Source: an optimization exercise on an open RTL-to-GDS flow (aim: small area). Production flows keep margins and buffers that such runs may drop.
Only simulation tests tie the RTL to the original design; equivalence was not proved.
Power figures rest on the tool's default switching activity, not on a simulated workload.

job 3301:
// flappy_core
module flappy_core(
    input clock,
    input resetn,
    input go,
    input fly,
    output reg [8:0] x_vga,
    output reg [6:0] y_vga,
    output reg [2:0] colour_vga,
    output [7:0] count_food,
    output [6:0] hex0,
    output [6:0] hex1
    );
    localparam S_WAIT = 3'd0, S_RESET = 3'd1, S_ERASE = 3'd2,
               S_BIRD = 3'd3, S_FOOD = 3'd4, S_TREE = 3'd5;
    reg [2:0] st, nst;
    reg [10:0] rc;           
    reg [1:0] fc;            
    wire upd1 = (rc == 11'h22c);
    wire upd2 = (fc == 2'd0);
    wire finish, hit;
    always @(*) begin
        case (st)
            S_WAIT:  nst = go ? S_WAIT : S_RESET;
            S_RESET: nst = go ? S_ERASE : S_RESET;
            S_ERASE: nst = finish ? S_FOOD : S_ERASE;
            S_FOOD:  nst = upd1 ? S_BIRD : S_FOOD;
            S_BIRD:  nst = upd1 ? S_TREE : S_BIRD;
            S_TREE:  nst = hit ? S_WAIT : (upd2 ? S_ERASE : S_TREE);
            default: nst = S_ERASE;
        endcase
    end
    always @(posedge clock) begin
        if (!resetn) begin
            st <= S_ERASE;
            fc <= 2'd3;
        end else begin
            st <= nst;
            if (upd1) fc <= fc - 2'd1;
        end
        if (!resetn | upd1) rc <= 11'h7ff;
        else rc <= {rc[9:0], rc[10] ^ rc[8]};
    end
    wire rst = !resetn | (st == S_RESET);    
    wire lv = ((st == S_FOOD) | (st == S_BIRD)) & upd1 | (st == S_TREE) & (hit | upd2);
    wire clr = rst | lv;
    wire m_erase = (st == S_ERASE);
    wire m_bird  = (st == S_BIRD);
    wire m_food  = (st == S_FOOD);
    wire m_tree  = (st == S_TREE);
    wire m_over  = (st == S_WAIT);
  ...
For scale: roughly 110 flip-flops, about 45 I/O pins, ~5800 µm² of cells after synthesis.
clock: 10.0 ns
lec_check: 0
cap_margin: 20
core_margin: 2
core_utilization: 40
slew_margin: 20
standard.sh (not shown) runs the stock make flow with config.mk's settings and CLKGATE_MAP_FILE= SYNTH_SCRIPT=/design/flow/synth_recipe.tcl, a recipe that flattens the netlist after the stock synthesis.
==> flow/flow/run.sh <==
#!/bin/bash
# Standard ORFS layout with an area-oriented synthesis mapping and small port buffers.
#  - synthesis: the standard flow's own synthesis script (synth_recipe.tcl); its abc call is run
#    with each of flow/area1..4.script (deepsyn with different seeds, then &nf mapping)
#    and the smallest mapped netlist is kept; no adder cells (plain gates for abc)
#  - port buffers: sky130_fd_sc_hd__buf_1
#  - clock tree: clkbuf_8 buffers, no dummy loads
# Each tool's log is in orfs/logs/; this script's own output is in run.log.
set -euo pipefail
HERE=$(pwd)
exec > "$HERE/run.log" 2>&1
cat > "$HERE/my_synth.tcl" <<EOT
proc abc {args} {
  set i [lsearch -exact \$args -script]
  set l [lsearch -exact \$args -liberty]
  set lib [lindex \$args [expr {\$l + 1}]]
  set best 1e18
  yosys design -save abc_pre
  foreach s {1 2 3 4} {
    yosys design -load abc_pre
    set a2 \$args
    lset a2 [expr {\$i + 1}] $HERE/flow/area\$s.script
    yosys abc {*}\$a2
    yosys tee -q -o $HERE/abc_stat_\$s.txt stat -liberty \$lib
    set f [open $HERE/abc_stat_\$s.txt r]
    set txt [read \$f]
    close \$f
    regexp {Chip area for module [^:]*: ([0-9.]+)} \$txt -> area
    puts "abc try \$s: area \$area"
    if {\$area < \$best} {
      set best \$area
      yosys design -save abc_best
    }
  }
  yosys design -load abc_best
  puts "abc kept area \$best"
}
source $HERE/synth_recipe.tcl
EOT
bash standard.sh SYNTH_SCRIPT="$HERE/my_synth.tcl" ADDER_MAP_FILE= \
  "BUFFER_PORTS_ARGS=-buffer_cell sky130_fd_sc_hd__buf_1" \
  "CTS_ARGS=-sink_clustering_enable -repair_clock_nets -dont_use_dummy_load -buf_list sky130_fd_sc_hd__clkbuf_8 -root_buf sky130_fd_sc_hd__clkbuf_8 -sink_clustering_size 24 -sink_clustering_max_diameter 60" \
  finish
==> flow/flow/area1.script <==
strash
&get -n
&deepsyn -T 45 -S 1
&put
&get -n
&dch -f
&nf -R 1000 -p -F 8
&put
&get -n
&dch -f
&nf -R 1000 -p -F 8
&put
==> flow/flow/area2.script <==
strash
&get -n
&deepsyn -T 45 -S 2
&put
&get -n
&dch -f
&nf -R 1000 -p -F 8
&put
&get -n
&dch -f
&nf -R 1000 -p -F 8
&put
==> flow/flow/area3.script <==
strash
&get -n
&deepsyn -T 45 -S 3
&put
&get -n
&dch -f
&nf -R 1000 -p -F 8
&put
&get -n
&dch -f
&nf -R 1000 -p -F 8
&put
==> flow/flow/area4.script <==
strash
&get -n
&deepsyn -T 45 -S 4
&put
&get -n
&dch -f
&nf -R 1000 -p -F 8
&put
&get -n
&dch -f
&nf -R 1000 -p -F 8
&put
Job 3301 has completed all stages; timing, DRC and antenna checks passed.
For job 9759, these inputs were changed with respect to job 3301:
==> flow/flow/run.sh <==
#!/bin/bash
# Standard ORFS layout with an area-oriented synthesis mapping and small port buffers.
#  - synthesis: the standard flow's own synthesis script (synth_recipe.tcl), with the abc call
#    given flow/area.script and no adder cells (plain gates for abc)
#  - port buffers: sky130_fd_sc_hd__buf_1
#  - clock tree: clkbuf_8 buffers, no dummy loads
# Each tool's log is in orfs/logs/; this script's own output is in run.log.
set -euo pipefail
HERE=$(pwd)
exec > "$HERE/run.log" 2>&1
cat > "$HERE/my_synth.tcl" <<EOT
proc abc {args} {
  set i [lsearch -exact \$args -script]
  if {\$i >= 0} { lset args [expr {\$i + 1}] $HERE/flow/area.script }
  yosys abc {*}\$args
}
source $HERE/synth_recipe.tcl
EOT
bash standard.sh SYNTH_SCRIPT="$HERE/my_synth.tcl" ADDER_MAP_FILE= \
  "BUFFER_PORTS_ARGS=-buffer_cell sky130_fd_sc_hd__buf_1" \
  "CTS_ARGS=-sink_clustering_enable -repair_clock_nets -dont_use_dummy_load -buf_list sky130_fd_sc_hd__clkbuf_8 -root_buf sky130_fd_sc_hd__clkbuf_8 -sink_clustering_size 24 -sink_clustering_max_diameter 60" \
  finish
==> flow/flow/area.script (new file) <==
strash
&get -n
&deepsyn -T 60
&put
&get -n
&dch -f
&nf -R 1000 -p -F 8
&put
&get -n
&dch -f
&nf -R 1000 -p -F 8
&put
removed: flow/flow/area1.script
removed: flow/flow/area2.script
removed: flow/flow/area3.script
removed: flow/flow/area4.script
Results
- Job 9759: number of non-clock buffers is 3 lower than what job 3301 reported.
- For global routing met1 resource utilization, job 9759 and job 3301 come out practically identical.
- The die of job 9759 is larger than the one used in job 3301.
- Job 9759 against job 3301: area growth from synthesis to layout went down by 0.44 points; register share of the cell area was more or less identical; clock latency reported for the late side of the worst-skew pair was more or less identical; data arrival time of the critical path went up by 0.06 ns.
## Diff of input files: job 7990 against job 9759
==> flow/flow/area.script <==
strash
&get -n
&deepsyn -T 60
&put
&get -n
&dch -f
&nf -R 1000
&put
&get -n
&dch -f
&nf -R 1000
&put
[summary]
- Every run in the comparison, job 7990 and job 9759, completed the flow with a clean layout.
- Job 9759 → job 7990: total via count after detailed routing -2.4%, wire length after detailed routing down 810 µm, synthesis-to-finish area growth has remained practically unchanged, final worst setup slack rose by 0.15 ns.
- On leakage dissipation, job 7990 and job 9759 are basically level.
- The lower post-placement setup slack of job 7990 and job 9759 is in job 9759.
- Looking only at clock network fraction of total power, and setting everything else aside, the higher value of job 7990 and job 9759 goes to job 9759.
- Looking only at count of routing violations after the opening detailed-route iteration, and setting everything else aside, the higher value of job 7990 and job 9759 goes to job 9759.
- Number of setup buffers added after CTS: job 9759 vs job 7990 — no meaningful difference
- Diff job 9759 -> job 7990 | maximum clock rate | increase of about 2.3%

-- re-timing with driven ports --
How much do the figures lean on ideal ports? The routed layouts below were timed once more, with nothing changed but the port constraints.
Step 1 assumes that a clkbuf_16 drives the clock port and a buf_2 every other input.
Step 2 moves the port delays by t, midway between the first and last clock arrival at a register: inputs arrive t later, outputs are due t later. That takes back most of the time a late clock gives input paths.
Slacks: no drivers / after step 1 / after step 2; pairs: no drivers / after step 1.
run | shift t [ns] | slack for setup (ns) | slew at the worst register clock pin (ns) | pins driven straight from the clock port
job 3301 | 0.404 | 3.483 / 3.449 / 3.853 | 0.11 / 0.11 | 1
job 9759 | 0.419 | 3.420 / 3.380 / 3.799 | 0.12 / 0.12 | 1
job 7990 | 0.415 | 3.570 / 3.536 / 3.951 | 0.10 / 0.10 | 1
After both steps every run listed still meets setup and hold.
